Background: an optimization exercise with open tools, aiming at small area. Do not read the settings as production practice. In this exercise RTL edits were held to simulation tests only and were not proved equivalent to the original. Power and IR drop assume default switching activity.

### flow/design.v
module qsp_regfile (
    input  logic         clk,
    input  logic         rst_n,
    input  logic         we,         
    input  logic [3:0]   rd,
    input  logic [31:0]  wdata,
    input  logic [2:0]   flags,      
    output logic [479:0] regs        
);
    wire [31:0] d = wdata & {32{rst_n}};
    genvar i;
    generate
        for (i = 1; i < 15; i++) begin : g_r
            always_ff @(posedge clk)
                if (!rst_n || (we && rd == i)) regs[32*i-32 +: 32] <= d;
        end
    endgenerate
    always_ff @(posedge clk)
        if (!rst_n || (we && rd == 4'd15)) regs[479:451] <= d[31:3];
    always_ff @(posedge clk)
        if (!rst_n || we) regs[450:448] <= flags & {3{rst_n}};
endmodule
module qsp_aoi222 (
    input  logic a1, a2, b1, b2, c1, c2,
    output logic y
);
    assign y = ~((a1 & a2) | (b1 & b2) | (c1 & c2));
endmodule
module qsp_rdport (
    input  logic [479:0] regs,      
    input  logic [14:0]  sel,       
    output logic [31:0]  q
);
    genvar b, g;
    generate
        for (b = 0; b < 32; b++) begin : g_bit
            logic [4:0] y;
            for (g = 0; g < 5; g++) begin : g_grp
                qsp_aoi222 u_aoi (
                    .a1 (sel[3*g]),     .a2 (regs[32*(3*g) + b]),
                    .b1 (sel[3*g + 1]), .b2 (regs[32*(3*g + 1) + b]),
                    .c1 (sel[3*g + 2]), .c2 (regs[32*(3*g + 2) + b]),
                    .y  (y[g])
                );
            end
            assign q[b] = ~&y;
        end
    endgenerate
endmodule
module qsp_core (
    input  logic         clk,
    input  logic         rst_n,
    input  logic [31:0]  instruction,
    output logic [31:0]  status_out,
    output logic         illegal
);
    wire [5:0]  opc = instruction[31:26];
    wire [3:0]  rd  = instruction[25:22];
    wire [3:0]  rs1 = instruction[21:18];
    wire [3:0]  rs2 = instruction[17:14];
    wire [31:0] imm = {{14{instruction[17]}}, instruction[17:0]};
    logic op_add, op_sub, op_mov, op_shl, op_shr, op2_reg;
    always_comb begin
        op_add = 1'b0; op_sub = 1'b0; op_mov = 1'b0; op_shl = 1'b0; op_shr = 1'b0;
        op2_reg = 1'b0; illegal = 1'b0;
        case (opc)
            6'h00, 6'h01, 6'h02, 6'h03, 6'h04,
            6'h15, 6'h1B, 6'h21, 6'h22: ;
            6'h11: op_add = 1'b1;
            6'h17: begin op_add = 1'b1; op2_reg = 1'b1; end
            6'h12: op_sub = 1'b1;
            6'h18: begin op_sub = 1'b1; op2_reg = 1'b1; end
            6'h16: op_mov = 1'b1;
            6'h1C: begin op_mov = 1'b1; op2_reg = 1'b1; end
            6'h1D: op_shl = 1'b1;
            6'h1E: begin op_shl = 1'b1; op2_reg = 1'b1; end
            6'h1F: op_shr = 1'b1;
            6'h20: begin op_shr = 1'b1; op2_reg = 1'b1; end
            default: illegal = 1'b1;
        endcase
    end
    wire we = op_add | op_sub | op_mov | op_shl | op_shr;
    logic        v1, v2, v3;
    logic [3:0]  rd1, rd2, rd3;
    logic [31:0] res1, res2, res3;
    logic        c2, c3, o2, o3;
    logic [479:0] regs;
    qsp_regfile regfile_inst (
        .clk   (clk),
        .rst_n (rst_n),
        .we    (v3),
        .rd    (rd3),
        .wdata (res3),
        .flags ({c3, o3, ~|res3}),
        .regs  (regs)
    );
    assign status_out = regs[479:448];
    wire fwd1 = v1 && (rd1 != 4'd0) && (rd1 == rs1);
    wire fwd2 = v1 && (rd1 != 4'd0) && (rd1 == rs2);
    logic [14:0] sel1, sel2;
    always_comb
        for (int i = 1; i < 16; i++) begin
            sel1[i-1] = rs1 == i;
            sel2[i-1] = rs2 == i;
        end
    logic [31:0] rf1, rf2;
    qsp_rdport rp1 (.regs(regs), .sel(sel1), .q(rf1));
    qsp_rdport rp2 (.regs(regs), .sel(sel2), .q(rf2));
    wire [31:0] op1  = fwd1 ? res1 : rf1;
    wire [31:0] rv2  = fwd2 ? res1 : rf2;
    wire [31:0] op2  = op2_reg ? rv2 : imm;
    wire [31:0] b = op_sub ? ~op2 : op2;
    logic [32:0] sum;
    logic [31:0] g0, p0;
    logic [31:0] G, P;
    logic [32:0] cy;
    always_comb begin
        g0 = op1 & b;
        p0 = op1 ^ b;
        G = g0; P = p0;
        for (int d = 1; d < 32; d = d * 2)
            for (int i = 2*d - 1; i < 32; i += 2*d) begin
                G[i] = G[i] | (P[i] & G[i-d]);
                P[i] = P[i] & P[i-d];
            end
        for (int d = 8; d >= 1; d = d / 2)
            for (int i = 3*d - 1; i < 32; i += 2*d) begin
                G[i] = G[i] | (P[i] & G[i-d]);
                P[i] = P[i] & P[i-d];
            end
        cy[0] = op_sub;
        for (int i = 0; i < 32; i++) cy[i+1] = G[i] | (P[i] & op_sub);
        for (int i = 0; i < 32; i++) sum[i] = p0[i] ^ cy[i];
        sum[32] = cy[32];
    end
    logic [31:0] op1_rev, sh_rev;
    always_comb for (int i = 0; i < 32; i++) op1_rev[i] = op1[31-i];
    wire [31:0] shin = op_shl ? op1_rev : op1;
    wire        fill = op_shr & op1[31];
    logic [31:0] t1, t2, t3, t4, sh;
    always_comb begin
        t4 = op2[4] ? {{16{fill}}, shin[31:16]} : shin;
        t3 = op2[3] ? {{8{fill}}, t4[31:8]} : t4;
        t2 = op2[2] ? {{4{fill}}, t3[31:4]} : t3;
        t1 = op2[1] ? {{2{fill}}, t2[31:2]} : t2;
        sh = op2[0] ? {fill, t1[31:1]} : t1;
    end
    always_comb for (int i = 0; i < 32; i++) sh_rev[i] = sh[31-i];
    wire [31:0] result = ({32{op_add | op_sub}} & sum[31:0])
                       | ({32{op_mov}} & op2)
                       | ({32{op_shr}} & sh)
                       | ({32{op_shl}} & sh_rev);
    logic as1, sub1, eq1, a1;
    wire  s1  = res1[31];
    wire  co1 = eq1 ? a1 : ~s1;             
    always_ff @(posedge clk) begin
        v1 <= rst_n & we;
        v2 <= rst_n & v1;
        v3 <= rst_n & v2;
        rd1 <= rd;  rd2 <= rd1;  rd3 <= rd2;
        res1 <= result; res2 <= res1; res3 <= res2;
        as1  <= op_add | op_sub;
        sub1 <= op_sub;
        eq1  <= op1[31] == b[31];
        a1   <= op1[31];
        c2 <= as1 & (co1 ^ sub1);
        o2 <= as1 & eq1 & (s1 != a1);
        c3 <= c2;
        o3 <= o2;
    end
endmodule
### flow/run.sh
#!/bin/bash
# synth_recipe.tcl (not shown) runs the flow's synth.tcl, then flattens the netlist and writes it again
# the make line also repeats each setting of config.mk as NAME=value (left out here)
make -C /OpenROAD-flow-scripts/flow DESIGN_CONFIG=/design/flow/config.mk WORK_HOME=/design/flow/orfs CLKGATE_MAP_FILE= SYNTH_SCRIPT=/design/flow/synth_recipe.tcl finish
### flow/config.mk
export PLATFORM = sky130hd
export DESIGN_NAME = qsp_core
export DESIGN_NICKNAME = qsp_core
export VERILOG_FILES = /design/flow/design.v
export SDC_FILE = /design/flow/constraint.sdc
export NUM_CORES = 4
export LEC_CHECK = 0
export CAP_MARGIN = 20
export CORE_MARGIN = 2
export CORE_UTILIZATION = 55
export CTS_BUF_LIST = sky130_fd_sc_hd__clkbuf_8
export CTS_CLUSTER_DIAMETER = 60
export CTS_CLUSTER_SIZE = 15
export PLACE_DENSITY = 0.65
export SLEW_MARGIN = 20
export SYNTH_HIERARCHICAL = 1
### flow/constraint.sdc
create_clock -name core_clock -period 7.0 [get_ports {clk}]
set_input_delay 1.4000 -clock core_clock [delete_from_list [all_inputs] [get_ports {clk}]]
set_output_delay 1.4000 -clock core_clock [all_outputs]
set_load 0.01 [all_outputs]
==> run notes, run 1 <==
* Die height at 229 um
* Fin crit share at 0.908
* Peak VDD IR at 185 uV
* Crit path max fanout at 23
* Ys async rst share at 0
* RSZ-0062 raised after global routing: false
* Max-slew violations at 0
* Post-CTS Hold Buffers at 0
* Clock share of power at 0.257
* Drt total wl at 104000 um
* CTS resizes at 0
* Hold Path Cell Cnt at 0
* Clock tree buffer depth at 3
* Total CTS buffers at 50
* Post-synth cell types at 68
* Slack of the worst reg-to-reg path at 1.89 ns
* Total global routing overflow at 0
* P&R area growth vs syn at 12.2%
* Starting density of the core at 0.557
* Main synth FF type: edfxtp_1
* Die area at 52500 um^2
* Largest net degree at the start of global routing at 55
* Post-synth EDFFs at 480
* Setup bufs post-CTS at 0
* Most common cell after layout, fill and taps aside: edfxtp_1
* Seq pwr share at 0.563
* Vias in the first global route at 21500
* Worst Tran Pin Value at 1.17 ns
* Sequential-to-total area share from yosys stat at 0.602
* Core Region at 50100 um^2
* Tot GR Track Use at 0.386
* Hold Violations, Final at 0
* TNS Setup at 0 ns
* Crit Path Category: in2reg
* ANT nets after route at 0
* R2R Path Start: rd1[1]
* Slew HR at 0.221
* Reg2Reg Depth at 19
* Setup crit end: res1[31]
* Site Rows at 82
* DRC at 0
* Routed vias at 22400
* Crit path DAT at 6.97 ns
* Final instance area at 31300 um^2
* Share of layout cells above drive strength 1 at 0.141
* DRT iter0 DRCs at 5277
* Die W at 229 um
* Post-route minimum period at 6.35 ns
* Post-DP HPWL at 68700 um
* Initial antenna violation count at 0
* DP Worst Slack at 0.112 ns
* Most frequent cells in the layout: 480 x edfxtp_1, 327 x a222oi_1, 141 x mux2i_1
* Vias/cell at 7.71
* Crit. End Element: flip-flop
* PwrDens at 240 nW/um^2
* Maxcap violations at 0
* Setup Skew at 0.0386 ns
* Psw at 2230 uW
* Pleak at 0.0107 uW
* First-pass GRT wire length at 148000 um
* Final setup violation count at 0
* RePlAce Congestion at 0.953
* Total iterations of the first detailed-routing run at 14
* Root Buffer: clkbuf_8
* Quantity of I/O buffers inserted on ports at 66
* Synth area leader: edfxtp_1
* Status: timing/DRC/antenna clean
* Highest clock rate at 157 MHz
* Worst setup startpoint: instruction[21]
* Nets at 2274
* Switch share at 0.297
* Routed WL per cell at 35.8 um
* Comb pwr share at 0.180
* CTS clk-pin slew, worst paths at 0.11 ns
* Placed Area at 30400 um^2
* Clk sinks at 599
* P_int at 5280 uW
* Min-Delay Path Class: reg2reg
* CP Launch Type: input port
* Seq cells post-synth at 599
* FF-to-FF End: res1[31]
* Worst skew pair latency at 0.72 ns
* Fin worst setup slack at 0.647 ns
* Syn_nets at 2125
* Netlist Area Pre-Place at 27900 um^2
* Cells after synthesis at 2056
* Mean post-synth cell area at 13.6 um^2
* H-Tree Depth at 2
* IO Count at 67
* ANT cells at 0
* Yosys warns at 8
* WP data required at 7.62 ns
* Synth top area share at 0.517
* Synth area leaders: edfxtp_1 52%, a222oi_1 12%, dfxtp_1 8.5%
* CTS tree: done
## logic make-up (layout without fill, tap and decap cells)
group | after synthesis | in the layout | share of synthesized area
flip-flops | 599 | 599 | 0.602
AO/OA/AOI/OAI | 588 | 588 | 0.180
AND/OR/NAND/NOR | 454 | 454 | 0.0825
multiplexers | 217 | 217 | 0.0817
buffers and inverters | 91 | 264 | 0.0153
XOR/XNOR | 72 | 72 | 0.0226
adder cells (fa/ha/maj) | 35 | 35 | 0.0157
## modules after synthesis, one instance, submodules excluded
module	cell area [um^2]	flip-flops and latches	cells	copies in the design
qsp_regfile	14800	480	544	1
qsp_core	9180	119	1064	1
qsp_rdport	360	0	64	2
qsp_aoi222	10.0	0	1	320
## sequential cells by signal (all words and copies together) (netlist names)
register           count
regfile_inst.regs    480
res1                  32
res2                  32
res3                  32
rd1                    4
rd2                    4
rd3                    4
a1                     1
as1                    1
c2                     1
c3                     1
eq1                    1
o2                     1
o3                     1
sub1                   1
v1                     1
v2                     1
v3                     1
## how the worst min path moves through the flow
stage / from / to
after floorplan: c2 / c3
after global placement: rd2[0] / rd3[0]
after detailed placement: rd2[1] / rd3[1]
after CTS: rd2[1] / rd3[1]
after global routing: rd2[1] / rd3[1]
final: rd2[1] / rd3[1]
## through the flow
stage	total power, uW	hold slack [ns]	cells	util
6_report	7510	0.319	2901	0.625
5_1_grt	7730	0.322	2901	0.625
4_1_cts	7470	0.326	2901	0.625
3_5_place_dp	5600	0.312	2825	0.607
3_3_place_gp	5580	0.311	2825	0.607
2_1_floorplan	5050	0.310	2056	-
## layout make-up
class	count	area, um^2
clock inverter	26	200
fill	3936	18800
clock buffer	50	688
inverter	13	48.8
sequential	599	16800
timing repair buffer	175	1640
tap	672	841
multi-input combinational	1366	11100
## cells in the mapped netlist (6+ instances only)
cell type	count
edfxtp_1	480
a222oi_1	327
mux2i_1	141
dfxtp_1	119
nand2_1	102
nand3_1	78
nor2_1	77
mux2_2	75
and3_1	70
xnor2_1	60
clkbuf_1	47
a21oi_1	46
and2_1	41
o21ai_0	36
ha_1	35
a31oi_1	32
nor3_1	25
o21ai_1	17
a22oi_1	16
o22ai_1	15
buf_2	14
nor4_1	14
nand2b_1	13
a21o_1	12
inv_1	12
xor2_1	12
a22o_1	11
o221ai_1	11
a211oi_1	9
o21a_1	9
a221oi_1	7
buf_4	7
nand4_1	6
nor2b_1	6
o211ai_1	6
## worst max-delay path: stages
cell and delay (ns):
clkdlybuf4s50_1 0.75, nand2b_1 0.39, nor2_4 0.89, a222oi_1 0.28, and3_1 0.28, nand3_1 0.22
mux2_2 0.22, ha_1 0.19, nand4_1 0.10, o41ai_1 0.50, o21ai_1 0.17, a31oi_2 0.21
a32oi_1 0.18, buf_4 0.20, o31ai_1 0.35, o21a_1 0.17, or3_1 0.11, a21boi_1 0.06
a211o_1 0.26
## metal layers
layer | track usage | vias to the layer above | share of wire
met5 | 0 | - | 0
li1 | - | 9157 | -
met2 | 0.582 | 1858 | 0.44
met4 | 0.227 | 0 | 0.070
met1 | 0.513 | 11000 | 0.36
met3 | 0.0904 | 370 | 0.13
## power groups by stage
stage	combinational, uW	clock (uW)	sequential (uW)
after floorplan	797	0	4250
after global placement	1290	0	4290
after detailed placement	1300	0	4300
after CTS	1310	1940	4220
after global routing	1410	2070	4250
final	1360	1930	4230
==> inputs of run 2 (changes only) <==
==> flow/flow/run.sh (new file) <==
#!/bin/bash
# Layout flow: the standard flow (standard.sh) with these changes:
#  - synthesis runs the standard script, except that ABC maps with map.abc
#    (ABC's &nf mapper with a 4 ns delay target and area recovery) in place
#    of ORFS's speed script; the flip-flops are mapped before ABC, as in the
#    standard synthesis;
#  - ports are buffered with buf_2;
#  - CTS uses clkbuf_8 in clusters of up to 15 sinks, without dummy loads.
# Each step's full log is in orfs/logs/; make's output is in make.log.
set -euo pipefail
W=$(pwd)
sed -e "s|log_cmd abc {\*}\$abc_args|log_cmd abc -script $W/flow/map.abc {*}[lrange \$abc_args 2 end]|" \
  "$FLOW_HOME/scripts/synth.tcl" > "$W/synth_map.tcl"
grep -q "flow/map.abc" "$W/synth_map.tcl"
sed -e "s|source \$::env(SCRIPTS_DIR)/synth.tcl|source $W/synth_map.tcl|" \
  "$W/synth_recipe.tcl" > "$W/synth_recipe_map.tcl"
grep -q "synth_map.tcl" "$W/synth_recipe_map.tcl"
bash standard.sh \
  SYNTH_SCRIPT="$W/synth_recipe_map.tcl" \
  BUFFER_PORTS_ARGS="-buffer_cell sky130_fd_sc_hd__buf_2" \
  CTS_ARGS="-sink_clustering_enable -repair_clock_nets -sink_clustering_size 15 -sink_clustering_max_diameter 60 -buf_list sky130_fd_sc_hd__clkbuf_8 -dont_use_dummy_load" \
  finish > "$W/make.log" 2>&1
==> flow/flow/map.abc (new file) <==
strash
&get -n
&st
&dch
&nf -D 4000
&put
topo
stime -c
buffer -c
upsize -c -D 4000
dnsize -c -D 4000
==> flow/standard.sh (new file) <==
#!/bin/bash
# synth_recipe.tcl (not shown) runs the flow's synth.tcl, then flattens the netlist and writes it again
# the make line also repeats each setting of config.mk as NAME=value (left out here)
make -C /OpenROAD-flow-scripts/flow DESIGN_CONFIG=/design/flow/config.mk WORK_HOME=/design/flow/orfs CLKGATE_MAP_FILE= SYNTH_SCRIPT=/design/flow/synth_recipe.tcl "${@:-finish}"
--- a/flow/config.mk
+++ b/flow/config.mk
@@ -8,9 +8,7 @@
 export CAP_MARGIN = 20
 export CORE_MARGIN = 2
 export CORE_UTILIZATION = 55
-export CTS_BUF_LIST = sky130_fd_sc_hd__clkbuf_8
-export CTS_CLUSTER_DIAMETER = 60
-export CTS_CLUSTER_SIZE = 15
 export PLACE_DENSITY = 0.65
+export SETUP_SLACK_MARGIN = 0.1
 export SLEW_MARGIN = 20
 export SYNTH_HIERARCHICAL = 1
removed: flow/run.sh
==> run notes, run 2 <==
* Status: timing/DRC/antenna clean (unchanged)
* Seq pwr share at 0.580 (was 0.563)
* TNS Setup at 0 ns (unchanged)
* R2R Path Start: rd1[0] (was rd1[1])
* Post-route minimum period at 6.48 ns (was 6.35 ns)
* Most frequent cell after synthesis: edfxtp_1 (unchanged)
* WP data required at 7.48 ns (was 7.62 ns)
* Max reg flops at 480 (unchanged)
* Site Rows at 81 (was 82)
* Vias in the first global route at 20500 (was 21500)
* Post-DP HPWL at 68000 um (was 68700 um)
* DRT iter0 DRCs at 4811 (was 5277)
* Yosys warns at 8 (unchanged)
* Max-slew violations at 0 (unchanged)
* Comb pwr share at 0.188 (was 0.180)
* ANT nets after route at 0 (unchanged)
* Syn_nets at 2058 (was 2125)
* Fin crit share at 0.925 (was 0.908)
* Die W at 225 um (was 229 um)
* Most common cell after layout, fill and taps aside: edfxtp_1 (unchanged)
* Worst skew pair latency at 0.70 ns (was 0.72 ns)
* Drt total wl at 98800 um (was 104000 um)
* Clock share of power at 0.232 (was 0.257)
* Worst-path cell chain: buf_2 -> nand2b_2 -> nor2_4 -> a222oi_1 -> nand3_1 -> o21ai_0 -> o21ai_0 -> xnor2_1 -> ha_1 -> and3_1 -> a221o_1 -> a31o_2 -> a221o_1 -> a2111oi_2 -> buf_4 -> a21boi_0 -> o21a_1 -> o21a_1 -> or3_1 -> a32oi_1 -> o221ai_1 (was clkdlybuf4s50_1 -> nand2b_1 -> nor2_4 -> a222oi_1 -> and3_1 -> nand3_1 -> mux2_2 -> ha_1 -> nand4_1 -> o41ai_1 -> o21ai_1 -> a31oi_2 -> a32oi_1 -> buf_4 -> o31ai_1 -> o21a_1 -> or3_1 -> a21boi_1 -> a211o_1)
* Final instance area at 30300 um^2 (was 31300 um^2)
* Share of layout cells above drive strength 1 at 0.173 (was 0.141)
* Core Region at 48600 um^2 (was 50100 um^2)
* Cells after synthesis at 1989 (was 2056)
* FF-to-FF End: res1[27] (was res1[31])
* Crit path max fanout at 25 (was 23)
* Hold Violations, Final at 0 (unchanged)
* Synth area leaders: edfxtp_1 54%, a222oi_1 12%, dfxtp_1 8.8% (was edfxtp_1 52%, a222oi_1 12%, dfxtp_1 8.5%)
* Vias/cell at 7.74 (was 7.71)
* Post-synth EDFFs at 480 (unchanged)
* Largest Register: regfile_inst.regs (unchanged)
* Placed Area at 29600 um^2 (was 30400 um^2)
* RSZ-0062 raised after global routing: false (unchanged)
* Sequential-to-total area share from yosys stat at 0.624 (was 0.602)
* Slew HR at 0.280 (was 0.221)
* H-Tree Depth at 2 (unchanged)
* Quantity of I/O buffers inserted on ports at 66 (unchanged)
* Mean post-synth cell area at 13.5 um^2 (was 13.6 um^2)
* Synth top area share at 0.535 (was 0.517)
* Initial antenna violation count at 0 (unchanged)
* IO Count at 67 (unchanged)
* Post-synth cell types at 56 (was 68)
* Die area at 50800 um^2 (was 52500 um^2)
* Switch share at 0.292 (was 0.297)
* Die height at 225 um (was 229 um)
* Tot GR Track Use at 0.387 (was 0.386)
* Crit Path Category: in2reg (unchanged)
* Final core utilization at 0.623 (was 0.625)
* Main synth FF type: edfxtp_1 (unchanged)
* Slowest-stage cell, CP: nor2_4 (unchanged)
* Worst Tran Pin Value at 1.07 ns (was 1.17 ns)
* First-pass GRT wire length at 141000 um (was 148000 um)
* CTS resizes at 0 (unchanged)
* CP Launch Type: input port (unchanged)
* ANT cells at 0 (unchanged)
* Most frequent cells in the layout: 480 x edfxtp_1, 320 x a222oi_1, 127 x buf_4 (was 480 x edfxtp_1, 327 x a222oi_1, 141 x mux2i_1)
* P&R area growth vs syn at 12.4% (was 12.2%)
* Routed vias at 21700 (was 22400)
* DRC at 0 (unchanged)
* CTS tree: done (unchanged)
* CP peak stage delay at 0.83 ns (was 0.89 ns)
* Post-CTS Hold Buffers at 0 (unchanged)
* Clock tree buffer depth at 3 (unchanged)
* Slack of the worst reg-to-reg path at 1.37 ns (was 1.89 ns)
* Total iterations of the first detailed-routing run at 14 (unchanged)
* Clk sinks at 599 (unchanged)
* Hold Path Cell Cnt at 0 (unchanged)
* HP Start: res2[18] (was rd2[1])
* Total CTS buffers at 50 (unchanged)
* Crit. End Element: flip-flop (unchanged)
* Reg2Reg Depth at 18 (was 19)
* Netlist Area Pre-Place at 26900 um^2 (was 27900 um^2)
* RePlAce Congestion at 1.00 (was 0.953)
* Routed WL per cell at 35.3 um (was 35.8 um)
* Highest clock rate at 154 MHz (was 157 MHz)
* Starting density of the core at 0.554 (was 0.557)
* Setup Skew at 0.117 ns (was 0.0386 ns)
* P_int at 5260 uW (was 5280 uW)
* Synth area leader: edfxtp_1 (unchanged)
* Maxcap violations at 0 (unchanged)
* Seq cells post-synth at 599 (unchanged)
* Setup bufs post-CTS at 0 (unchanged)
* Ys async rst share at 0 (unchanged)
* Post-synth top cells: 480 x edfxtp_1, 320 x a222oi_1, 119 x dfxtp_1 (was 480 x edfxtp_1, 327 x a222oi_1, 141 x mux2i_1)
* Psw at 2160 uW (was 2230 uW)
* Total global routing overflow at 0 (unchanged)
* CTS clk-pin slew, worst paths at 0.10 ns (was 0.11 ns)
* Hold Path End: res3[18] (was rd3[1])
* DP Worst Slack at 0.0405 ns (was 0.112 ns)
* Root Buffer: clkbuf_8 (unchanged)
* Final setup violation count at 0 (unchanged)
* Largest net degree at the start of global routing at 55 (unchanged)
* Nets at 2249 (was 2274)
* Crit path DAT at 6.96 ns (was 6.97 ns)
* PwrDens at 245 nW/um^2 (was 240 nW/um^2)
* Fin worst setup slack at 0.525 ns (was 0.647 ns)
* Peak VDD IR at 181 uV (was 185 uV)
* Min-Delay Path Class: reg2reg (unchanged)
* Pleak at 0.0108 uW (was 0.0107 uW)
-- run 2: changes by cell type after synthesis, sizes merged, moves of 17 or more --
cell	change
mux2i	-45
nand2	-38
o21ai	+34
mux2	-30
a21oi	+29
nor3	+27
buf	-26
clkbuf	+20
o221ai	+17
-- run 2: cell families after synthesis --
| kind of cell | Yosys count | share of synthesized area |
|---|---|---|
| compound gates | 626 | 0.193 |
| simple gates | 440 | 0.0833 |
| mux | 141 | 0.0545 |
| fa+ha+maj | 35 | 0.0163 |
| flops | 599 | 0.624 |
| xor+xnor | 49 | 0.0159 |
| buf+inv | 99 | 0.0138 |
-- run 2: worst max-delay path: cells and delay by family --
kind	cells	cell delay [ns]
adder cells (fa/ha/maj)	1	0.34
XOR/XNOR	1	0.11
AND/OR/NAND/NOR	5	1.80
buffers and inverters	2	0.34
AO/OA/AOI/OAI	12	2.92
-- run 2: metal layers --
metal | track usage | part of all wire | vias to the layer above | wire, um
met5 | 0 | 0 | - | 0
met4 | 0.191 | 0.057 | 0 | 5640
met3 | 0.0730 | 0.13 | 302 | 12700
met2 | 0.599 | 0.45 | 1763 | 44200
met1 | 0.527 | 0.37 | 10600 | 36300
li1 | - | - | 8980 | -
-- run 2: per-module statistics from Yosys (local to each module, per instance) --
module       times used  area [um^2]  cells inside  flops+latches
qsp_aoi222          320         10.0             1              0
qsp_core              1         8200           994            119
qsp_rdport            2          360            64              0
qsp_regfile           1        14800           547            480
-- run 2: layout make-up --
cell class,instances,area (um^2)
Sequential cell,599,16800
Tap cell,622,778
Inverter,27,101
Timing Repair Buffer,211,1640
Clock buffer,50,688
Multi-Input combinational cell,1291,10300
Fill cell,3740,18400
-- run 2: worst max path at each step --
stage	from	end	slack [ns]
floorplan	instruction[15]	res1[27]	0.10
global placement	instruction[14]	res1[30]	0.13
detailed placement	instruction[15]	res1[30]	0.04
CTS	instruction[15]	res1[30]	0.72
global route	instruction[15]	res1[27]	0.25
finish	instruction[15]	res1[27]	0.52
-- run 2: power groups by stage --
stage	logic (uW)	clock network (uW)	registers (uW)
6_report	1390	1720	4310
5_1_grt	1460	1860	4320
4_1_cts	1350	1740	4300
3_5_place_dp	1350	0	4380
3_3_place_gp	1340	0	4370
2_1_floorplan	802	0	4320
-- run 2: metrics by stage --
step	cells	power (uW)	hold slack, ns
floorplan	1989	5130	0.310
global placement	2750	5700	0.312
detailed placement	2750	5720	0.312
CTS	2800	7380	0.267
global route	2800	7650	0.268
finish	2800	7420	0.266
==> inputs of run 3 (changes only) <==
--- a/flow/flow/run.sh
+++ b/flow/flow/run.sh
@@ -1,7 +1,7 @@
 #!/bin/bash
 # Layout flow: the standard flow (standard.sh) with these changes:
 #  - synthesis runs the standard script, except that ABC maps with map.abc
-#    (ABC's &nf mapper with a 4 ns delay target and area recovery) in place
+#    (ABC's &nf mapper with its delay target relaxed by 30%) in place
 #    of ORFS's speed script; the flip-flops are mapped before ABC, as in the
 #    standard synthesis;
 #  - ports are buffered with buf_2;
==> flow/flow/map.abc (replaced) <==
strash
&get -n
&st
&dch
&nf -R 30
&put
topo
stime -c
buffer -c
upsize -c -D 4000
dnsize -c -D 4000
--- a/flow/config.mk
+++ b/flow/config.mk
@@ -9,6 +9,5 @@
 export CORE_MARGIN = 2
 export CORE_UTILIZATION = 55
 export PLACE_DENSITY = 0.65
-export SETUP_SLACK_MARGIN = 0.1
 export SLEW_MARGIN = 20
 export SYNTH_HIERARCHICAL = 1
==> run notes, run 3 <==
* Post-route minimum period at 6.15 ns (was 6.48 ns)
* Syn_nets at 2073 (was 2058)
* DRC at 0 (unchanged)
* Maxcap violations at 0 (unchanged)
* Main synth FF type: edfxtp_1 (unchanged)
* Crit path DAT at 6.61 ns (was 6.96 ns)
* CTS tree: done (unchanged)
* CP Launch Type: input port (unchanged)
* Post-synth EDFFs at 480 (unchanged)
* Netlist Area Pre-Place at 26700 um^2 (was 26900 um^2)
* Max-slew violations at 0 (unchanged)
* Core Region at 47700 um^2 (was 48600 um^2)
* Vias in the first global route at 19900 (was 20500)
* Fin worst setup slack at 0.847 ns (was 0.525 ns)
* Die area at 50200 um^2 (was 50800 um^2)
* DP Worst Slack at 0.381 ns (was 0.0405 ns)
* Starting density of the core at 0.558 (was 0.554)
* Total CTS buffers at 48 (was 50)
* Peak VDD IR at 152 uV (was 181 uV)
* Crit path max fanout at 25 (unchanged)
* Vias/cell at 7.78 (was 7.74)
* Mean post-synth cell area at 13.3 um^2 (was 13.5 um^2)
* Setup Skew at 0.0976 ns (was 0.117 ns)
* Clock tree buffer depth at 3 (unchanged)
* Post-DP HPWL at 66200 um (was 68000 um)
* Yosys warns at 8 (unchanged)
* Sequential-to-total area share from yosys stat at 0.630 (was 0.624)
* Crit Path Category: in2reg (unchanged)
* Synth area leader: edfxtp_1 (unchanged)
* Highest clock rate at 163 MHz (was 154 MHz)
* Status: timing/DRC/antenna clean (unchanged)
* Tot GR Track Use at 0.384 (was 0.387)
* ANT nets after route at 0 (unchanged)
* Final setup violation count at 0 (unchanged)
* WP data required at 7.46 ns (was 7.48 ns)
* Total global routing overflow at 0 (unchanged)
* Most common cell after layout, fill and taps aside: edfxtp_1 (unchanged)
* CTS resizes at 0 (unchanged)
* Synth top area share at 0.541 (was 0.535)
* Root Buffer: clkbuf_8 (unchanged)
* Ys async rst share at 0 (unchanged)
* Area occupied by registers at 16800 um^2 (unchanged)
* RePlAce Congestion at 0.972 (was 1.00)
* Most frequent cells in the layout: 480 x edfxtp_1, 325 x a222oi_1, 119 x dfxtp_1 (was 480 x edfxtp_1, 320 x a222oi_1, 127 x buf_4)
* Worst Tran Pin Value at 1.16 ns (was 1.07 ns)
* Max reg flops at 480 (unchanged)
* RSZ-0062 raised after global routing: false (unchanged)
* Post-synth cell types at 49 (was 56)
* H-Tree Depth at 2 (unchanged)
* Cells after synthesis at 2004 (was 1989)
* Min-Delay Path Class: reg2reg (unchanged)
* Post-CTS Hold Buffers at 0 (unchanged)
* Site Rows at 80 (was 81)
* Routed vias at 21500 (was 21700)
* P&R area growth vs syn at 10.6% (was 12.4%)
* Crit. End Element: flip-flop (unchanged)
* Fin crit share at 0.879 (was 0.925)
* Drt total wl at 98400 um (was 98800 um)
* Most frequent cell after synthesis: edfxtp_1 (unchanged)
* Setup crit end: res1[19] (was res1[27])
* DRT iter0 DRCs at 4971 (was 4811)
* First-pass GRT wire length at 139000 um (was 141000 um)
* Filler Cell Count at 3732 (was 3740)
* Die height at 224 um (was 225 um)
* TNS Setup at 0 ns (unchanged)
* Quantity of I/O buffers inserted on ports at 66 (unchanged)
* Worst skew pair latency at 0.70 ns (about the same)
* Largest net degree at the start of global routing at 53 (was 55)
* Multi-input gate area at 9970 um^2 (was 10300 um^2)
* Share of layout cells above drive strength 1 at 0.141 (was 0.173)
* Seq cells post-synth at 599 (unchanged)
* Synth area leaders: edfxtp_1 54%, a222oi_1 12%, dfxtp_1 8.9% (was edfxtp_1 54%, a222oi_1 12%, dfxtp_1 8.8%)
* PwrDens at 248 nW/um^2 (was 245 nW/um^2)
* Routed WL per cell at 35.6 um (was 35.3 um)
* Largest Register: regfile_inst.regs (unchanged)
* R2R Path Start: rd1[0] (unchanged)
* Nets at 2218 (was 2249)
* Slack of the worst reg-to-reg path at 1.71 ns (was 1.37 ns)
* Setup bufs post-CTS at 0 (unchanged)
* Worst setup startpoint: instruction[15] (unchanged)
* Hold Violations, Final at 0 (unchanged)
* Clk sinks at 599 (unchanged)
* WHS at 0.276 ns (was 0.266 ns)
* Post-synth top cells: 480 x edfxtp_1, 325 x a222oi_1, 119 x dfxtp_1 (was 480 x edfxtp_1, 320 x a222oi_1, 119 x dfxtp_1)
* Slowest-stage cell, CP: o21ai_0 (was nor2_4)
* Total iterations of the first detailed-routing run at 10 (was 14)
* Initial antenna violation count at 4 (was 0)
* Pleak at 0.0104 uW (was 0.0108 uW)
* Slew HR at 0.227 (was 0.280)
* CP peak stage delay at 0.44 ns (was 0.83 ns)
* CTS clk-pin slew, worst paths at 0.10 ns (about the same)
* Reg2Reg Depth at 20 (was 18)
* FF-to-FF End: res1[19] (was res1[27])
* IO Count at 67 (unchanged)
* Die W at 224 um (was 225 um)
run 3: changes by cell type in the layout (fill, tap and decap cells not counted), sizes merged, moves of 16 or more:
cell / change
a31oi: -16
buf: -45
o21ai: +23
nor2: +16
mux2: -16
nand2: +35
a21oi: +29
run 3: layer usage:
layer	routed length (um)	track usage	up-vias
met5	36	0	-
met4	5730	0.191	6
met3	12900	0.0792	317
met2	43600	0.585	1831
met1	36100	0.525	10500
li1	-	-	8838
run 3: critical path: cells and delay by family:
kind | cells | cell delay (ns)
buffers and inverters | 3 | 0.64
xor gates and xnor gates | 2 | 0.23
AOI/OAI and AO/OA | 10 | 2.60
adders and majority gates | 1 | 0.20
and+or+nand+nor | 9 | 1.53
run 3: final cells by class:
cell class,instances,share of cell area
inverters,27,0.00344
diodes,1,0.0000849
multi-input cells,1307,0.338
repair buffers,166,0.0401
well taps,615,0.0261
flip-flops and latches,599,0.570
clock buffers,48,0.0224
run 3: per-module statistics from Yosys, one instance, submodules excluded:
module	cells	copies in the design	area (um^2)
qsp_regfile	547	1	14800
qsp_aoi222	1	320	10.0
qsp_core	1009	1	7930
qsp_rdport	64	2	360
run 3: cells by family (layout without fill, tap and decap cells):
kind of cell	count (synthesis)	count (layout)	synth area share
flops	599	599	0.630
other cells	0	1	0
buf+inv	98	241	0.0138
xor+xnor	50	50	0.0164
fa+ha+maj	35	35	0.0164
mux	114	114	0.0442
simple gates	472	472	0.0872
compound gates	636	636	0.192
run 3: power breakdown:
part / internal [uW] / switching (uW)
Combinational: 422 / 887
Clock: 612 / 1090
Sequential: 4140 / 166
run 3: worst min-delay path by stage:
stage,startpoint,to,slack (ns),depth (start not counted)
CTS,res1[20],res2[20],0.28,0
global placement,res2[6],res3[6],0.31,0
finish,res2[29],res3[29],0.28,0
floorplan,c2,c3,0.31,0
global route,res2[29],res3[29],0.28,0
detailed placement,res2[14],res3[14],0.31,0
run 3: per-stage QoR:
step / instance area [um^2] / total power [uW] / utilization / cells
2_1_floorplan: 26700 / 5090 / - / 2004
3_3_place_gp: 28800 / 5630 / 0.604 / 2714
3_5_place_dp: 28800 / 5640 / 0.604 / 2714
4_1_cts: 29500 / 7270 / 0.617 / 2762
5_1_grt: 29500 / 7520 / 0.617 / 2763
6_report: 29500 / 7320 / 0.617 / 2763
==> inputs of run 4 (changes only) <==
--- a/flow/config.mk
+++ b/flow/config.mk
@@ -7,7 +7,7 @@
 export LEC_CHECK = 0
 export CAP_MARGIN = 20
 export CORE_MARGIN = 2
-export CORE_UTILIZATION = 55
-export PLACE_DENSITY = 0.65
+export CORE_UTILIZATION = 65
+export PLACE_DENSITY = 0.75
 export SLEW_MARGIN = 20
 export SYNTH_HIERARCHICAL = 1
==> run notes, run 4 <==
* Status: timing/DRC/antenna clean (unchanged)
* Peak VDD IR at 272 uV (was 152 uV)
* Total global routing overflow at 0 (unchanged)
* Tot GR Track Use at 0.450 (was 0.384)
* Drt total wl at 96300 um (was 98400 um)
* CTS clk-pin slew, worst paths at 0.09 ns (was 0.10 ns)
* Mean post-synth cell area at 13.3 um^2 (unchanged)
* Fin crit share at 0.875 (was 0.879)
* Post-route minimum period at 6.13 ns (was 6.15 ns)
* Seq cells post-synth at 599 (unchanged)
* Comb pwr share at 0.179 (about the same)
* Vias/cell at 8.18 (was 7.78)
* Max reg flops at 480 (unchanged)
* Netlist Area Pre-Place at 26700 um^2 (unchanged)
* Crit Path Category: in2reg (unchanged)
* Setup Skew at 0.126 ns (was 0.0976 ns)
* Max-slew violations at 0 (unchanged)
* Post-synth cell types at 49 (unchanged)
* DRT iter0 DRCs at 5355 (was 4971)
* Switch share at 0.292 (was 0.293)
* Largest Register: regfile_inst.regs (unchanged)
* Crit path max fanout at 13 (was 25)
* Clock share of power at 0.234 (was 0.233)
* Synth area leaders: edfxtp_1 54%, a222oi_1 12%, dfxtp_1 8.9% (unchanged)
* DRC at 0 (unchanged)
* Root Buffer: clkbuf_8 (unchanged)
* Critical path's top delay family: compound AO/OA/AOI/OAI gates (unchanged)
* Largest net degree at the start of global routing at 57 (was 53)
* CP peak stage delay at 0.54 ns (was 0.44 ns)
* Sequential-to-total area share from yosys stat at 0.630 (unchanged)
* WP data required at 7.48 ns (was 7.46 ns)
* ANT nets after route at 0 (unchanged)
* Routed WL per cell at 35.9 um (was 35.6 um)
* Clock tree buffer depth at 3 (unchanged)
* Post-synth top cells: 480 x edfxtp_1, 325 x a222oi_1, 119 x dfxtp_1 (unchanged)
* Worst Tran Pin Value at 1.17 ns (was 1.16 ns)
* Crit path DAT at 6.60 ns (was 6.61 ns)
* Min-Delay Path Class: reg2reg (unchanged)
* Worst skew pair latency at 0.72 ns (was 0.70 ns)
* H-Tree Depth at 2 (unchanged)
* Most common cell after layout, fill and taps aside: edfxtp_1 (unchanged)
* Die W at 207 um (was 224 um)
* Cells after synthesis at 2004 (unchanged)
* Worst Path Buf+Inv at 1 (was 3)
* Slew HR at 0.222 (was 0.227)
* Hold Violations, Final at 0 (unchanged)
* Seq pwr share at 0.587 (was 0.588)
* Pleak at 0.0104 uW (about the same)
* Vias in the first global route at 20700 (was 19900)
* Setup bufs post-CTS at 0 (unchanged)
* Worst-path cell chain: buf_2 -> nand2b_1 -> nor2_4 -> a222oi_1 -> and3_1 -> nand3_1 -> o21ai_0 -> o21ai_0 -> xnor2_1 -> ha_1 -> a21oi_1 -> o21ai_0 -> a31o_2 -> a221oi_1 -> nor3_1 -> nor2_1 -> nand2_1 -> and2_1 -> o21a_1 -> o21a_1 -> o31a_1 -> a22oi_1 -> o221ai_1
* Post-CTS Hold Buffers at 0 (unchanged)
* CTS tree: done (unchanged)
* CTS resizes at 0 (unchanged)
* Total CTS buffers at 49 (was 48)
* Total iterations of the first detailed-routing run at 12 (was 10)
* Synth top area share at 0.541 (unchanged)
* Die area at 42700 um^2 (was 50200 um^2)
* Post-DP HPWL at 64700 um (was 66200 um)
* Ys async rst share at 0 (unchanged)
* Syn_nets at 2073 (unchanged)
* Highest clock rate at 163 MHz (about the same)
* Die height at 207 um (was 224 um)
* Routed vias at 22000 (was 21500)
* Final setup violation count at 0 (unchanged)
* Slowest-stage cell, CP: nor2_4 (was o21ai_0)
* Most frequent cells in the layout: 480 x edfxtp_1, 325 x a222oi_1, 119 x dfxtp_1 (unchanged)
* Most frequent cell after synthesis: edfxtp_1 (unchanged)
* Synth area leader: edfxtp_1 (unchanged)
* Non-Filler Instances at 2686 (was 2763)
* WHS at 0.228 ns (was 0.276 ns)
* CP dominant cell by count: o21ai_0
* Share of layout cells above drive strength 1 at 0.143 (was 0.141)
* Main synth FF type: edfxtp_1 (unchanged)
* PwrDens at 249 nW/um^2 (was 248 nW/um^2)
* Cells after DPL at 2633 (was 2714)
* Quantity of I/O buffers inserted on ports at 66 (unchanged)
* First-pass GRT wire length at 137000 um (was 139000 um)
* Post-synth EDFFs at 480 (unchanged)
* RSZ-0062 raised after global routing: false (unchanged)
* Core Region at 40600 um^2 (was 47700 um^2)
* Crit. End Element: flip-flop (unchanged)
* CP Launch Type: input port (unchanged)
* Maxcap violations at 0 (unchanged)
* Starting density of the core at 0.656 (was 0.558)
* TNS Setup at 0 ns (unchanged)
* Psw at 2140 uW (was 2150 uW)
* Clk sinks at 599 (unchanged)
* Yosys warns at 8 (unchanged)
* Initial antenna violation count at 2 (was 4)
* IO Count at 67 (unchanged)
* RePlAce Congestion at 0.996 (was 0.972)
* Nets at 2222 (was 2218)
* P_int at 5200 uW (was 5180 uW)
* P&R area growth vs syn at 10.8% (was 10.6%)
* Site Rows at 74 (was 80)
[run 4: changes by cell type in the layout (fill, tap and decap cells not counted), sizes merged]
cell    delta
clkbuf     +1
buf        +3
diode      +2
[run 4: final cells by class]
class,count,area (um^2)
inverters,27,101
repair buffers,169,1300
clock buffers,49,674
well taps,532,666
flip-flops and latches,599,16800
multi-input cells,1307,9990
diodes,3,7.51
fillers,2695,11100
[run 4: Yosys stat by module, one instance, submodules excluded]
module	copies in the design	cells inside	flip-flops and latches	cell area, um^2
qsp_regfile	1	547	480	14800
qsp_rdport	2	64	0	360
qsp_aoi222	320	1	0	10.0
qsp_core	1	1009	119	7930
[run 4: worst register-to-register path, stage by stage, from the launching register on]
cell and delay (ns):
dfxtp_1 0.43, o41ai_1 0.87, or2_2 0.65, nor2_1 0.08, o21ai_0 0.53, xnor2_1 0.14
ha_1 0.37, a21oi_1 0.14, o21ai_0 0.09, a31o_2 0.26, a221oi_1 0.38, nor3_1 0.08
nor2_1 0.11, nand2_1 0.11, and2_1 0.20, o21a_1 0.20, o21a_1 0.20, o31a_1 0.24
a22oi_1 0.18, o221ai_1 0.15
[run 4: routing by layer]
layer,track usage,wire length [um],vias up
met1,0.589,31500,10400
met2,0.673,41900,2266
met3,0.119,15200,466
met5,0,12,-
met4,0.283,7680,2
li1,-,-,8864
[run 4: metrics by stage]
step | power, uW | area [um^2] | util | worst slack, ns
finish | 7340 | 29500 | 0.727 | 0.875
global route | 7520 | 29500 | 0.727 | 0.592
CTS | 7260 | 29500 | 0.726 | 1.11
detailed placement | 5640 | 28800 | 0.709 | 0.465
global placement | 5600 | 28800 | 0.708 | 0.571
floorplan | 5090 | 26700 | - | 0.0232
[run 4: power by group through the flow]
| stage | clock network, uW | logic (uW) | registers [uW] |
|---|---|---|---|
| after floorplan | 0 | 765 | 4330 |
| after global placement | 0 | 1240 | 4360 |
| after detailed placement | 0 | 1260 | 4380 |
| after CTS | 1700 | 1260 | 4300 |
| after global routing | 1810 | 1380 | 4330 |
| final | 1710 | 1320 | 4310 |
[run 4: kinds of logic after synthesis]
group / count (synthesis) / share of synthesized area
AO/OA/AOI/OAI: 636 / 0.192
flip-flops: 599 / 0.630
AND/OR/NAND/NOR: 472 / 0.0872
multiplexers: 114 / 0.0442
buffers and inverters: 98 / 0.0138
XOR/XNOR: 50 / 0.0164
adder cells (fa/ha/maj): 35 / 0.0164
[run 4: worst paths after layout]
path / start / end / slack (ns) / depth (start not counted)
min: res2[11] / res3[11] / 0.23 / 0
max: instruction[14] / res1[27] / 0.87 / 23
min reg2reg: res2[11] / res3[11] / 0.23 / 0
max reg2reg: rd1[1] / res1[27] / 1.41 / 19
==> inputs of run 5 (changes only) <==
--- a/flow/flow/run.sh
+++ b/flow/flow/run.sh
@@ -5,7 +5,9 @@
 #    of ORFS's speed script; the flip-flops are mapped before ABC, as in the
 #    standard synthesis;
 #  - ports are buffered with buf_2;
-#  - CTS uses clkbuf_8 in clusters of up to 15 sinks, without dummy loads.
+#  - CTS uses clkbuf_8 in clusters of up to 15 sinks, without dummy loads;
+#  - after global routing, gates off the critical paths are downsized
+#    (RECOVER_POWER=100).
 # Each step's full log is in orfs/logs/; make's output is in make.log.
 set -euo pipefail
 W=$(pwd)
@@ -17,6 +19,7 @@
 grep -q "synth_map.tcl" "$W/synth_recipe_map.tcl"
 bash standard.sh \
   SYNTH_SCRIPT="$W/synth_recipe_map.tcl" \
+  RECOVER_POWER=100 \
   BUFFER_PORTS_ARGS="-buffer_cell sky130_fd_sc_hd__buf_2" \
   CTS_ARGS="-sink_clustering_enable -repair_clock_nets -sink_clustering_size 15 -sink_clustering_max_diameter 60 -buf_list sky130_fd_sc_hd__clkbuf_8 -dont_use_dummy_load" \
   finish > "$W/make.log" 2>&1
--- a/flow/config.mk
+++ b/flow/config.mk
@@ -7,7 +7,7 @@
 export LEC_CHECK = 0
 export CAP_MARGIN = 20
 export CORE_MARGIN = 2
-export CORE_UTILIZATION = 65
-export PLACE_DENSITY = 0.75
+export CORE_UTILIZATION = 55
+export PLACE_DENSITY = 0.65
 export SLEW_MARGIN = 20
 export SYNTH_HIERARCHICAL = 1
==> run notes, run 5 <==
* H-Tree Depth at 2 (unchanged)
* Root Buffer: clkbuf_8 (unchanged)
* Mean post-synth cell area at 13.3 um^2 (unchanged)
* TNS Setup at 0 ns (unchanged)
* Die W at 224 um (was 207 um)
* Filler Cell Count at 3768 (was 2695)
* Most frequent cells in the layout: 480 x edfxtp_1, 325 x a222oi_1, 119 x dfxtp_1 (unchanged)
* Slew HR at -1.08 (was 0.222)
* First-pass GRT wire length at 139000 um (was 137000 um)
* Post-synth EDFFs at 480 (unchanged)
* CTS clk-pin slew, worst paths at 0.09 ns (about the same)
* R2R Path Start: rd1[0] (was rd1[1])
* Drt total wl at 98500 um (was 96300 um)
* Post-CTS Hold Buffers at 0 (unchanged)
* Reg2Reg Depth at 20 (was 19)
* Highest clock rate at 154 MHz (was 163 MHz)
* Pleak at 0.0101 uW (was 0.0104 uW)
* Die height at 224 um (was 207 um)
* Quantity of I/O buffers inserted on ports at 66 (unchanged)
* Synth area leaders: edfxtp_1 54%, a222oi_1 12%, dfxtp_1 8.9% (unchanged)
* Largest Register: regfile_inst.regs (unchanged)
* IO Count at 67 (unchanged)
* WP data required at 7.45 ns (was 7.48 ns)
* Starting density of the core at 0.558 (was 0.656)
* Post-synth cell types at 49 (unchanged)
* DRT iter0 DRCs at 5114 (was 5355)
* Total global routing overflow at 0 (unchanged)
* Most common cell after layout, fill and taps aside: edfxtp_1 (unchanged)
* Crit. End Element: flip-flop (unchanged)
* ANT nets after route at 0 (unchanged)
* Post-DP HPWL at 66200 um (was 64700 um)
* PwrDens at 249 nW/um^2 (about the same)
* DRC at 0 (unchanged)
* Vias/cell at 7.80 (was 8.18)
* Worst skew pair latency at 0.69 ns (was 0.72 ns)
* Die area at 50200 um^2 (was 42700 um^2)
* WHS at 0.279 ns (was 0.228 ns)
* Worst setup startpoint: instruction[19] (was instruction[14])
* Synth area leader: edfxtp_1 (unchanged)
* Hold Violations, Final at 0 (unchanged)
* Nets at 2218 (was 2222)
* Peak VDD IR at 151 uV (was 272 uV)
* Routed WL per cell at 35.6 um (was 35.9 um)
* Maxcap violations at 17 (was 0)
* Syn_nets at 2073 (unchanged)
* Hold Path Cell Cnt at 0 (unchanged)
* P&R area growth vs syn at 10.1% (was 10.8%)
* Min-Delay Path Class: reg2reg (unchanged)
* RSZ-0062 raised after global routing: false (unchanged)
* Total CTS buffers at 48 (was 49)
* Yosys warns at 8 (unchanged)
* Setup bufs post-CTS at 0 (unchanged)
* Synth top area share at 0.541 (unchanged)
* Main synth FF type: edfxtp_1 (unchanged)
* Routed vias at 21600 (was 22000)
* Hold Path End: res3[29] (was res3[11])
* Clock tree buffer depth at 3 (unchanged)
* Vias in the first global route at 19900 (was 20700)
* Largest net degree at the start of global routing at 53 (was 57)
* RePlAce Congestion at 0.972 (was 0.996)
* Layout check fault list: capacitance limit, slew limit
* Post-route minimum period at 6.49 ns (was 6.13 ns)
* HP Start: res2[29] (was res2[11])
* CTS tree: done (unchanged)
* Sequential-to-total area share from yosys stat at 0.630 (unchanged)
* Slack of the worst reg-to-reg path at 1.70 ns (was 1.41 ns)
* Seq cells post-synth at 599 (unchanged)
* Setup Skew at 0.0961 ns (was 0.126 ns)
* Status: failed layout checks (was timing/DRC/antenna clean)
* Max reg flops at 480 (unchanged)
* Crit path max fanout at 11 (was 13)
* Core Region at 47700 um^2 (was 40600 um^2)
* Ys async rst share at 0 (unchanged)
* CP Launch Type: input port (unchanged)
* Fin crit share at 0.927 (was 0.875)
* Tot GR Track Use at 0.384 (was 0.450)
* Final setup violation count at 0 (unchanged)
* Total iterations of the first detailed-routing run at 14 (was 12)
* Final core utilization at 0.615 (was 0.727)
* Crit path DAT at 6.94 ns (was 6.60 ns)
* Cells after synthesis at 2004 (unchanged)
* Initial antenna violation count at 4 (was 2)
* Netlist Area Pre-Place at 26700 um^2 (unchanged)
* Most frequent cell after synthesis: edfxtp_1 (unchanged)
* Max-slew violations at 549 (was 0)
* FF-to-FF End: res1[19] (was res1[27])
* Post-synth top cells: 480 x edfxtp_1, 325 x a222oi_1, 119 x dfxtp_1 (unchanged)
* CTS resizes at 0 (unchanged)
* Share of layout cells above drive strength 1 at 0.115 (was 0.143)
* Crit Path Category: in2reg (unchanged)
* Worst Tran Pin Value at 3.11 ns (was 1.17 ns)
* Clk sinks at 599 (unchanged)
* Site Rows at 80 (was 74)
run 5: cell counts after synthesis:
No cell type changed its count.
run 5: worst max-delay path: stages:
cell,delay (ns)
buf_2,0.16
nand2b_1,0.30
nor3_1,1.15
buf_4,0.40
a222oi_1,0.13
and3_1,0.18
nand3_1,0.13
mux2_2,0.24
ha_1,0.29
a21o_1,0.21
nand3_1,0.08
nand2_1,0.10
a31o_2,0.30
a221oi_1,0.38
a21boi_0,0.24
buf_4,0.16
nor2b_1,0.07
and2_1,0.17
nand2b_1,0.17
a21oi_1,0.18
xnor2_1,0.08
a22oi_1,0.20
o221ai_1,0.18
run 5: per-module statistics from Yosys, one instance, submodules excluded:
module / flops+latches / times used / area [um^2]
qsp_aoi222: 0 / 320 / 10.0
qsp_regfile: 480 / 1 / 14800
qsp_rdport: 0 / 2 / 360
qsp_core: 119 / 1 / 7930
run 5: how the worst max path moves through the flow:
stage	end	cells after the start
final	res1[19]	23
after global routing	res1[19]	23
after CTS	res1[19]	25
after detailed placement	res1[23]	25
after global placement	res1[19]	25
after floorplan	res1[27]	25
run 5: cell type report:
type	count	area, um^2	share of cell area
diodes	2	5.00	0.000170
clock buffers	48	661	0.0225
inverters	27	101	0.00345
multi-input cells	1307	9960	0.339
flip-flops and latches	599	16800	0.572
well taps	615	769	0.0262
repair buffers	166	1070	0.0363
run 5: per-stage QoR:
| step | power, uW | cell area (um^2) | setup WS, ns | cells |
|---|---|---|---|---|
| after global routing | 7520 | 29400 | 0.312 | 2763 |
| after CTS | 7270 | 29500 | 0.998 | 2762 |
| after detailed placement | 5640 | 28800 | 0.381 | 2714 |
| final | 7320 | 29400 | 0.514 | 2764 |
| after floorplan | 5090 | 26700 | 0.0232 | 2004 |
| after global placement | 5630 | 28800 | 0.387 | 2714 |
run 5: cells by family after synthesis:
group                    Yosys count  share of synthesized area
flip-flops                       599                      0.630
AND/OR/NAND/NOR                  472                     0.0872
XOR/XNOR                          50                     0.0164
adder cells (fa/ha/maj)           35                     0.0164
multiplexers                     114                     0.0442
buffers and inverters             98                     0.0138
AO/OA/AOI/OAI                    636                      0.192
run 5: metal layers:
metal	part of all wire	global-route usage	up-vias
met2	0.44	0.585	1872
met5	0.00058	0	-
li1	-	-	8849
met3	0.13	0.0792	337
met1	0.36	0.525	10500
met4	0.060	0.191	6
run 5: where the power goes:
part           switching (uW)  internal (uW)  total [uW]
clock                    1090            612        1700
combinational             889            414        1300
sequential                167           4150        4320

==> re-timing with driven ports <==
Ports are ideal in the flow. The routed layouts listed here were re-timed in OpenROAD.
Step 1: set_driving_cell puts a clkbuf_16 on clk and a buf_2 on each other input, an assumption about the parent block.
Step 2 moves the port delays by t, midway between the first and last clock arrival at a register: inputs arrive t later, outputs are due t later. That takes back most of the time a late clock gives input paths.
Three values: ideal ports, drivers, drivers and shift; two values: the first two.
run | shift t [ns] | setup slack, ns | hold WS [ns]
run 1 | 0.760 | 0.647 / 0.672 / -0.088 | 0.319 / 0.319 / 0.319
run 2 | 0.700 | 0.525 / 0.547 / -0.152 | 0.266 / 0.266 / 0.266
run 3 | 0.701 | 0.847 / 0.813 / 0.112 | 0.276 / 0.276 / 0.276
run 4 | 0.714 | 0.875 / 0.884 / 0.170 | 0.228 / 0.228 / 0.228
run 5 | 0.697 | 0.514 / 0.542 / -0.154 | 0.279 / 0.279 / 0.279
